What follows belongs to an exercise in optimizing a design on an open flow for small area and a short achievable clock period; a production flow would make more cautious choices. In this exercise RTL edits were held to simulation tests only and were not proved equivalent to the original. Power and IR drop assume default switching activity.

## flow/design.v

```verilog
module mux2_1 (out, i0, i1, s0); 
    input i0, i1; 
    input s0;
    output out;
    reg out;
    always @( s0 or i0 or i1 )
        case ({ s0}) 
        1'b0 : out = i0;
        1'b1 : out = i1;
    endcase
endmodule
module mux4_1 (result, i0, i1, i2, i3, s); 
    input i0, i1, i2, i3; 
    input [1:0] s;
    output result;
    reg result;
    always @( s[0] or s[1] or i0 or i1 or i2 or i3 )
        case ({s[1],s[0]}) 
            2'b00 : result = i0;
            2'b01 : result = i1;
            2'b10 : result = i2;
            2'b11 : result = i3;
    endcase
endmodule
module FAS(sum,carry_out,a,b,carry_in);
    input  a,b,carry_in;
    output sum, carry_out;
    assign sum = (~a & ~b & carry_in) | (~a & b & ~carry_in) | (a & ~b & ~carry_in) | (a & b & carry_in); 
    assign carry_out = (a & b) | (b & carry_in) | (carry_in & a); 
endmodule
module AND(and_out,input1,input2);
    input input1;
    input input2;
    output and_out;
    assign and_out = input1 & input2;
endmodule
module OR(or_out,input1,input2);
    input input1;
    input input2;
    output or_out;
    assign or_out = input1 | input2;
endmodule
module xor_behavioural(y,a,b);
    input a,b;
    output y;
	assign y = (~a & b) | (a & ~b);
endmodule
module ALU (alu_out,alu_carry_out,A,B,alu_carry_in,Operation);
    input A;
    input B;
    input alu_carry_in;
    input [3:0] Operation;
    output reg  alu_out;
    output wire  alu_carry_out;
    wire i0_1,i1_1;
    wire out1;
    assign i0_1 = A;
    assign i1_1 = ~A;
    mux2_1 m1(out1,i0_1,i1_1,Operation[3]);
    wire i0_2,i1_2;
    wire out2;
    assign i0_2 = B;
    assign i1_2 = ~B;
    mux2_1 m2(out2,i0_2,i1_2,Operation[2]);
    wire and1,carry_outt,summ,sum_,carry_out_;
    AND and_1(and1,out1,out2);
    wire or1;
    OR or_1(or1,out1,out2);
    wire sum, carry_out;
    FAS addsub1(sum,carry_out,out1,out2,alu_carry_in);
    assign alu_carry_out = carry_out;
    always @(*)
    begin
        case ({Operation[3], Operation[2],Operation[1],Operation[0]}) 
            4'b0000: alu_out = and1;  
            4'b0001: alu_out = or1;   
            4'b0010: alu_out = sum;   
            4'b0110: alu_out = sum;   
            4'b1101: alu_out = or1;   
            4'b1100: alu_out = and1;  
            4'b0111: alu_out = sum;   
            default: alu_out = 1'b0;
        endcase
    end
endmodule  
module ALU_params(Alu_out,Alu_carry_out,A,B,Alu_carry_in,Operation);
    parameter N = 64;
    input [N-1:0] A,B;
    input Alu_carry_in;
    input [3:0] Operation;
    output [N-1:0] Alu_out;
    output Alu_carry_out;
    genvar i;
    wire [N:0] w;
    assign w[0] = Alu_carry_in;
    assign Alu_carry_out = w[N];
    generate for( i = 0; i< N; i=i+1)
    begin: alu
        ALU alu(.alu_out(Alu_out[i]),.alu_carry_out(w[i+1]),.A(A[i]),.B(B[i]),.alu_carry_in(w[i]),.Operation(Operation));
    end
	 endgenerate
endmodule
module Zero_check(out,in);
    parameter N = 64; 
    input [N-1:0] in;
    output out; 
    assign out = in ? 0:1;
endmodule  
module SLT(out0,in0,coutt,overfg);
    input in0;
    input overfg;
    input coutt;
    wire w_1;
    output wire out0; 
    xor_behavioural xor_gate(w_1,in0,overfg);
    xor_behavioural xor_gate2(out0,w_1,coutt);
endmodule  
module Overflow(flag,a,b,bin,cin,cout,sumout);
    input a,b,bin,cout,cin,sumout;
    output flag;
    assign flag = (cin!=cout)?1:0;
endmodule  
module ALU_CU(operation,fun6,AluOp);
    input [5:0] fun6;
    input [1:0] AluOp;
    output [3:0] operation;
    wire w1,w2;
    OR or2(w1,fun6[3],fun6[0]);
    AND and2(operation[0],w1,AluOp[1]);
    OR or4(operation[1],~fun6[2],~AluOp[1]);
    AND and4(w2,fun6[1],AluOp[1]);
    OR or3(operation[2],w2,AluOp[0]);
    AND and5(operation[3],AluOp[0],~AluOp[0]);
endmodule  
module Control_Unit (instruction6_0,Branch,MemRead,ALUOp,MemToReg,MemWrite,ALUSrc,RegWrite);
    input [6:0] instruction6_0;
    output Branch;  
    output MemRead;
    output MemToReg;
    output [1:0] ALUOp;
    output MemWrite;
    output ALUSrc;
    output RegWrite;
    assign ALUSrc   = ~instruction6_0[6] & ~instruction6_0[5] | ~instruction6_0[6] & ~instruction6_0[4];
    assign RegWrite = ~instruction6_0[6] & ~instruction6_0[5] | ~instruction6_0[6] &  instruction6_0[4];
    assign MemWrite = ~instruction6_0[6] &  instruction6_0[5] | ~instruction6_0[6] &  instruction6_0[4];
    assign MemRead  = ~instruction6_0[6] & ~instruction6_0[5] & ~instruction6_0[4];
    assign Branch   =  instruction6_0[6] &  instruction6_0[5] & ~instruction6_0[4];
    assign ALUOp[1] = ~instruction6_0[6] &  instruction6_0[4];
    assign ALUOp[0] =  instruction6_0[6] &  instruction6_0[5] & ~instruction6_0[4];
    assign MemToReg = (~instruction6_0[6] & instruction6_0[4] | instruction6_0[6] & instruction6_0[5] & ~instruction6_0[4]);     
endmodule  
module mux_2to1_64bit(out, inA, inB, sel);
    output  [63:0] out;
    input   [63:0] inA;
    input   [63:0] inB;
    input          sel;
	reg [63:0]out;
	always@(inA,inB,sel) begin
        if (sel == 0) begin
        out <= inA;
        end
        else begin
        out <= inB;
        end
	end
endmodule  
module FA(sum,carry_out,a,b,carry_in);
    input  a,b,carry_in;
    output sum, carry_out;
    assign sum = (~a & ~b & carry_in) | (~a & b & ~carry_in) | (a & ~b & ~carry_in) | (a & b & carry_in); 
    assign carry_out = (a & b) | (b & carry_in) | (carry_in & a); 
endmodule  
module RCA_param(Sum, carry_out, A, B, carry_in);
    parameter N = 64;
    input  [N-1:0] A,B;
    input  carry_in;
    output  [N-1:0] Sum;
    output  carry_out;
    genvar i;
    wire [N:0] w;
    assign w[0] = carry_in;
    assign carry_out = w[N];
    generate for( i = 0; i< N; i=i+1)
    begin: fa0
        FA fa0(.sum(Sum[i]),.carry_out(w[i+1]),.a(A[i]),.b(B[i]),.carry_in(w[i]));
    end
	 endgenerate
endmodule  
module left_shift_1(out_shifted,inp);
    input [63:0] inp;
    output [63:0] out_shifted;
    assign out_shifted[63:1] = inp[62:0];
    assign out_shifted[0] = 0;
endmodule
module sign_extension(out, in,ExtendSign);
    input   [31:0] in;
	input ExtendSign;
	wire [51:0] ext;
    wire [6:0] Opc;
	assign Opc = in[6:0];
    output  [63:0] out;
	reg [63:0] out;
    always@(in or Opc or ExtendSign)
	 begin
		out = 64'h0000000000000000;
	 	if(Opc == 7'b0010011 || Opc == 7'b0000011 ) begin
			if (ExtendSign == 1) begin
				out = {52'hfffffffffffff , in[31:20]};
			end 
			else begin
				out = {52'h0000000000000 , in[31:20]};
			end
		end
	 	if(Opc == 7'b1100011) begin
			if (ExtendSign == 1) begin
				out = {52'hfffffffffffff , in[31],in[7],in[30:25],in[11:8]};
			end 
			else begin
				out = {52'h0000000000000 , in[31],in[7],in[30:25],in[11:8]};
			end
		end
	 	if(Opc == 7'b0100011) begin
			if (ExtendSign == 1) begin
				out = {52'hfffffffffffff , in[31:25],in[11:7]};
			end 
			else begin
				out = {52'h0000000000000 , in[31:25],in[11:7]};
			end
		end
	end
endmodule   
module getreg(inp,rs1,rs2,rd);
	input [31:0] inp;
	output reg [4:0] rs1,rs2,rd;
	wire [6:0] Opc;
	assign Opc = inp[6:0];
	always@(inp or Opc)
	begin
		rs1 = {inp[19:15]};
		rs2 = {inp[24:20]};
		rd  = {inp[11:7]};
	 	if(Opc == 7'b0110011 ) begin
			rs1 = {inp[19:15]};
			rs2 = {inp[24:20]};  
			rd  = {inp[11:7]}; 
		end
	 	if(Opc == 7'b0010011 || Opc == 7'b0000011 ) begin
			rs1 = {inp[19:15]};
			rs2 = {inp[24:20]};  
			rd  = {inp[11:7]}; 
		end
	 	if(Opc == 7'b1100011) begin
			rs1 = {inp[19:15]};
			rs2 = {inp[24:20]};
			rd  = {inp[19:15]};  
		end
	 	if(Opc == 7'b0100011) begin
			rs1 = {inp[19:15]};
			rs2 = {inp[24:20]};  
			rd  = {inp[11:7] }; 
		end
	end
endmodule  
module PCAdderr(PCResultT, PCAddResultT);
    input [63:0]  PCResultT;
    output reg [63:0]  PCAddResultT;
    always @(PCResultT)
    begin
    	PCAddResultT <= PCResultT + 64'h0000000000000004;
    end
endmodule  
module ProgramCounterr(PCNextt, PCResultt, Resett, Clkk,PCWritee);
	input [63:0] PCNextt;
	input Resett, Clkk,PCWritee;
	output reg [63:0]  PCResultt;
    always @(posedge Clkk)
    begin
    	if (Resett == 1)
    	begin
    		PCResultt <= 64'h0000000000000000;
    	end
    	else
    	begin
			if (PCWritee == 1) begin
				PCResultt <= PCNextt;
			end
    	end
    end
endmodule  
module RegisterFile(ReadRegister1, ReadRegister2, WriteRegister, WriteData, RegWrite, Clk, ReadData1, ReadData2);
	input [4:0] ReadRegister1,ReadRegister2,WriteRegister;
	input [63:0] WriteData;
	input RegWrite,Clk;
	output reg [63:0] ReadData1,ReadData2;
	reg [63:0] Registers [0:31];
	always @(posedge Clk)
	begin
		if (RegWrite == 1) 
		begin
			Registers[WriteRegister] <= WriteData;
		end
	end
	always @(negedge Clk)
	begin
		ReadData1 <= Registers[ReadRegister1];
		ReadData2 <= Registers[ReadRegister2];
	end
endmodule
module Fun6_OP(inst31,inst14_12,fun6);
	input inst31;
	input [2:0] inst14_12;
	output [5:0] fun6;
	reg [5:0] fun6;
	always @(inst31,inst14_12) 
	begin
		fun6 <= {2'b00,inst14_12[2:1],inst31,inst14_12[0]};
	end
endmodule  
module Datapath(Clk,Instruction,zero,PCNow,PCNext4,Reset,NewPC,Jump,PCWrite,writedataa,readdata1,readdata2,
	DMemAddress,DMemWrite,DMemRead,DMemReadData);
    input Clk;
	input Reset,Jump,PCWrite;
	input [63:0] NewPC;
    output [63:0] writedataa,readdata1,readdata2;
	output [63:0] PCNext4,PCNow;
	input wire [31:0] Instruction;
	output zero;
	output [63:0] DMemAddress;
	output DMemWrite,DMemRead;
	input [31:0] DMemReadData;
    wire [63:0] PCAdderOut,PCNext,PCOut;
    wire [63:0] new_pc_out;
    wire [1:0] ALU_Op;
    wire RegWrite, ALUSrc, MemWrite, MemRead, MemToReg;
    PCAdderr pcadder(PCOut,PCAdderOut);
	ProgramCounterr PCounterr(PCNext,PCOut,Reset,Clk,PCWrite);
	mux_2to1_64bit JumpOrPCNext4Mux(PCNext,new_pc_out,NewPC,Jump); 
	assign PCNow = PCOut;
	assign PCNext4 = PCAdderOut;
	wire branch;
	Control_Unit Main_CU(Instruction[6:0],branch,MemRead,ALU_Op,MemToReg,MemWrite,ALUSrc,RegWrite);
	wire [4:0] rss1, rss2, rdd;
	getreg GR(Instruction[31:0],rss1,rss2,rdd);
    RegisterFile RF(rss1,rss2,rdd,writedataa,RegWrite,Clk,readdata1,readdata2);
    wire [63:0] sign_extended;
    sign_extension SE(sign_extended, Instruction[31:0], Instruction[31]);
	wire [5:0] fun6_ALU_CU;
	Fun6_OP F6(Instruction[30],Instruction[14:12],fun6_ALU_CU);
    wire [3:0] Operation;
	ALU_CU alucu(Operation,fun6_ALU_CU,ALU_Op);
    wire [63:0] mux_out;
    mux_2to1_64bit mx21_64(mux_out,readdata2,sign_extended,ALUSrc);
	wire Alu_carry_out;
    wire [63:0] ALU_result;
    wire cin;
    assign cin = Operation[2];
    ALU_params AP(ALU_result,Alu_carry_out,readdata1,mux_out,cin,Operation);
	Zero_check ZC(zero,ALU_result);
    wire [63:0] readdata3;
    wire [1:0] bhw;
    assign bhw = 2;
    assign DMemAddress = ALU_result;
    assign DMemWrite = MemWrite;
    assign DMemRead = MemRead;
    assign readdata3 = MemRead ? {32'h00000000, DMemReadData} : 64'h0000000000000000;
    wire [63:0] mux_out_mr;
    mux_2to1_64bit MtoREg(mux_out_mr,readdata3,ALU_result,MemToReg);
    assign writedataa = mux_out_mr;
    wire [63:0] shifted_by_1;
    left_shift_1 LS1(shifted_by_1,sign_extended);
    wire [63:0] rca_out;
    wire carryin,carryout;
    assign carryin = 0;
    RCA_param ADDER_NPC(rca_out,carryout,PCOut,shifted_by_1,carryin);
	wire PCSrc;
	AND and_near_pcsrc(PCSrc,zero,branch);
    mux_2to1_64bit near_npc(new_pc_out,PCAdderOut,rca_out,PCSrc);
endmodule  
```

## flow/run.sh

```bash
#!/bin/bash
# synth_recipe.tcl (not shown) runs the flow's synth.tcl, then flattens the netlist and writes it again
# the make line also repeats each setting of config.mk as NAME=value (left out here)
make -C /OpenROAD-flow-scripts/flow DESIGN_CONFIG=/design/flow/config.mk WORK_HOME=/design/flow/orfs CLKGATE_MAP_FILE= SYNTH_SCRIPT=/design/flow/synth_recipe.tcl finish
```

## flow/config.mk

```make
export PLATFORM = sky130hd
export DESIGN_NAME = Datapath
export DESIGN_NICKNAME = Datapath
export VERILOG_FILES = /design/flow/design.v
export SDC_FILE = /design/flow/constraint.sdc
export NUM_CORES = 4
export LEC_CHECK = 0
export CAP_MARGIN = 20
export CORE_MARGIN = 2
export CORE_UTILIZATION = 45
export SLEW_MARGIN = 20
```

## flow/constraint.sdc

```tcl
create_clock -name core_clock -period 90.0 [get_ports {Clk}]
set_input_delay 18.0000 -clock core_clock [delete_from_list [all_inputs] [get_ports {Clk}]]
set_output_delay 18.0000 -clock core_clock [all_outputs]
set_load 0.01 [all_outputs]
```

==> run summary <==
status=finished clean; most area-hungry cell type in the Yosys netlist=sky130_fd_sc_hd__edfxtp_1; slew at the pin closest to its max-slew limit=1.295 ns; unrepaired setup endpoints after global routing=false; switching power as a share of total power=27.85%; Hold Buf Count CTS=0; flip-flop and latch count after synthesis=2240; number of placement rows=180; arrival time of data at the critical path endpoint=71.36 ns; cell type with the highest occurrence count on the critical path=sky130_fd_sc_hd__fa_2; antenna violations before repair=8; worst-case vdd ir drop=0.00001739 V; Filler Cells Inserted=18920; number of buffers added by the clock tree synthesis step=232; number of synthesis warnings=9; total routed wirelength=375200 µm; setup skew after layout=0.09285 ns; share of synthesized flip-flops with an asynchronous set or reset=0%; final RePlAce weighted congestion=0.9064; via count=62420; area used by multi-input combinational logic=40310 µm²; core area=239900 µm²; kind of cell with the highest combined delay on the critical path=adder cells; register share of total power=44.8%; design internal power=1.974 mW; DIE AREA=244400 µm²; post-route ant nets=0; most used flip-flop cell after synthesis=sky130_fd_sc_hd__edfxtp_1; share of final-layout standard cells stronger than drive strength 1=35.79%; number of instances in the placed design=8806; post-route cell area=125500 µm²; deepest clock path buffer count=3; cell types occupying the most area after synthesis=sky130_fd_sc_hd__edfxtp_1 (57%), sky130_fd_sc_hd__mux4_2 (27%), sky130_fd_sc_hd__dfxtp_1 (3.6%), sky130_fd_sc_hd__fa_1 (2.2%), sky130_fd_sc_hd__mux2_2 (1.4%); number of nets in the layout=6243; clock slew seen by the registers of the worst setup and hold paths=0.06 ns; share of the synthesized area in the top cell type=56.84%; mapped cell area=108200 µm²; maximum number of pins on one net before global-route repair=140; library cell contributing the largest single delay on the critical path=sky130_fd_sc_hd__fa_2; Storage cell area=65340 µm²; Data required, critical path=72.00 ns; register area share after synthesis=60.39%; synthesized netlist cell count=5461; list of most frequent post-synthesis cells=sky130_fd_sc_hd__edfxtp_1 (2048), sky130_fd_sc_hd__mux4_2 (1280), sky130_fd_sc_hd__clkbuf_1 (283), sky130_fd_sc_hd__buf_4 (198), sky130_fd_sc_hd__dfxtp_1 (192); DRT Pass-1 Iters=5; ratio of total power to cell area=21.80 nW/µm²; die height=494.3 µm; die width=494.3 µm; part of the total power dissipated in the clock network=37.1%; setup-violating endpoint count in the final report=0; H-tree Lvls=4; final number of hold-violating endpoints=0; drt via density=6.652; I/O pins=519; Clk Tree Root Cell=sky130_fd_sc_hd__clkbuf_16; max-cap check violation count=0; capturing element type of the critical path=output pin; crit-path max cell delay=0.44 ns; number of nets produced by synthesis=5716; logic gate share of total power=18.1%; TritonCTS clock tree=built; combined buffer and inverter count along the critical path=5; post-detailed-route DRC marker count=0; CP Class=register to output pin; Pins Over Slew Limit=0; slew margin rel.=13.65%; Post-synth EDFFs=2048; area added between synthesis and finish=16.00%; non-filler cells in the finished layout=9383; global-route total usage across every layer=30.66%; GRT Residual Overflow=0; type of element launching the critical path=register; sinks on the clock net=2240; average detailed-routed wire length per instance=39.99 µm; violation count after the first detailed-routing iteration=7877; Sw Pwr=761.8 µW; placed cell areas=116900 µm²; fin util=52.32%; worst setup slack for register-to-register paths=17.35 ns; number of port buffers=518; first-pass GRT wire length=517500 µm; most used standard cell by instance count after synthesis=sky130_fd_sc_hd__edfxtp_1; largest fanout of any net on the critical path=3; worst min-delay path class=register to register; post-DP HPWL=226200 µm; clock latency on the worst-skew pair=0.91 ns; vias in the first global route=63310; average footprint of a synthesized cell=19.81 µm²; Initial Util=45.11%; leakage component of the power=40.57 nW; Unique masters post-synth=78
## timing repair
item,CTS,global route
endpoints found under the hold margin,0,0
pin swaps,10,41
gates cloned,0,0
setup endpoints to repair,19,7
buffers inserted,1,3
gates resized for setup,50,9
## cells by family after synthesis
kind of cell / count (synthesis) / share of synthesized area [%]
XOR/XNOR: 131 / 1.073
multiplexers: 1469 / 28.55
AND/OR/NAND/NOR: 459 / 2.031
adder cells (fa/ha/maj): 153 / 2.545
AO/OA/AOI/OAI: 359 / 2.424
flip-flops: 2240 / 60.39
buffers and inverters: 650 / 2.987
## power groups by stage
| stage | sequential [mW] | combinational [mW] | clock [mW] |
|---|---|---|---|
| 6_report | 1.23 | 0.495 | 1.01 |
| 3_3_place_gp | 1.25 | 0.477 | 0.00867 |
| 3_5_place_dp | 1.25 | 0.483 | 0.00867 |
| 4_1_cts | 1.23 | 0.489 | 1.02 |
| 5_1_grt | 1.23 | 0.511 | 1.07 |
| 2_1_floorplan | 1.24 | 0.256 | 0.00867 |
## path summary, 6_finish.rpt
check	startpoint	endpoint	cells after the start
worst min register to register	PCounterr.PCResultt[0]	PCounterr.PCResultt[0]	2
worst max register to register	RF.ReadData2[0]	PCounterr.PCResultt[31]	81
worst min-delay path	PCounterr.PCResultt[0]	PCounterr.PCResultt[0]	2
worst max-delay path	RF.ReadData2[0]	zero	76
## registers in the layout, indices dropped and copies added (netlist names)
signal               count
PCounterr.PCResultt     64
RF.ReadData1            64
RF.ReadData2            64
RF.Registers          2048
## per-layer routing
metal	wire length (µm)	global-route usage [%]
met3	32080	5.580
met1	135400	39.06
met4	25430	17.04
met2	182300	49.90
met5	0	0
## through the flow
| stage | power (mW) | hold WS (ns) | worst slack (ns) | TNS [ns] |
|---|---|---|---|---|
| final | 2.736 | 0.4859 | 0.6351 | 0 |
| after global routing | 2.808 | 0.5149 | 0.01558 | 0 |
| after CTS | 2.739 | 0.4876 | 0.002998 | 0 |
| after detailed placement | 1.739 | 0.4792 | -1.991 | -15.69 |
| after global placement | 1.732 | 0.4753 | -1.830 | -13.75 |
| after floorplan | 1.507 | 0.4501 | 0.04830 | 0 |
## cell usage in the layout, fill, tap and decap left out, drive strengths merged, types with 101 or more instances in the layout
cell type / synthesis / routed
inv: 41 / 186
clkbuf: 283 / 292
clkdlybuf4s50: 0 / 501
xnor2: 107 / 107
clkinv: 0 / 101
nor2: 112 / 112
mux4: 1280 / 1280
fa: 121 / 121
edfxtp: 2048 / 2048
nand2: 158 / 158
mux2: 133 / 133
dfxtp: 192 / 192
buf: 326 / 270
## worst reg2reg max path: cells and delay by family, from the launching register on
family,cells,cell delay (ns)
flip-flops,1,0.33
XOR/XNOR,1,0.13
adder cells (fa/ha/maj),61,22.84
AO/OA/AOI/OAI,3,0.54
buffers and inverters,8,2.03
multiplexers,2,0.82
AND/OR/NAND/NOR,6,0.94
## layout make-up
type	instances	share of cell area, %
clock buffers	291	5.126
flip-flops and latches	2240	52.07
well taps	3185	3.175
clock inverters	278	1.528
multi-input cells	2571	32.12
diodes	3	0.005982
inverters	40	0.1206
repair buffers	775	5.858
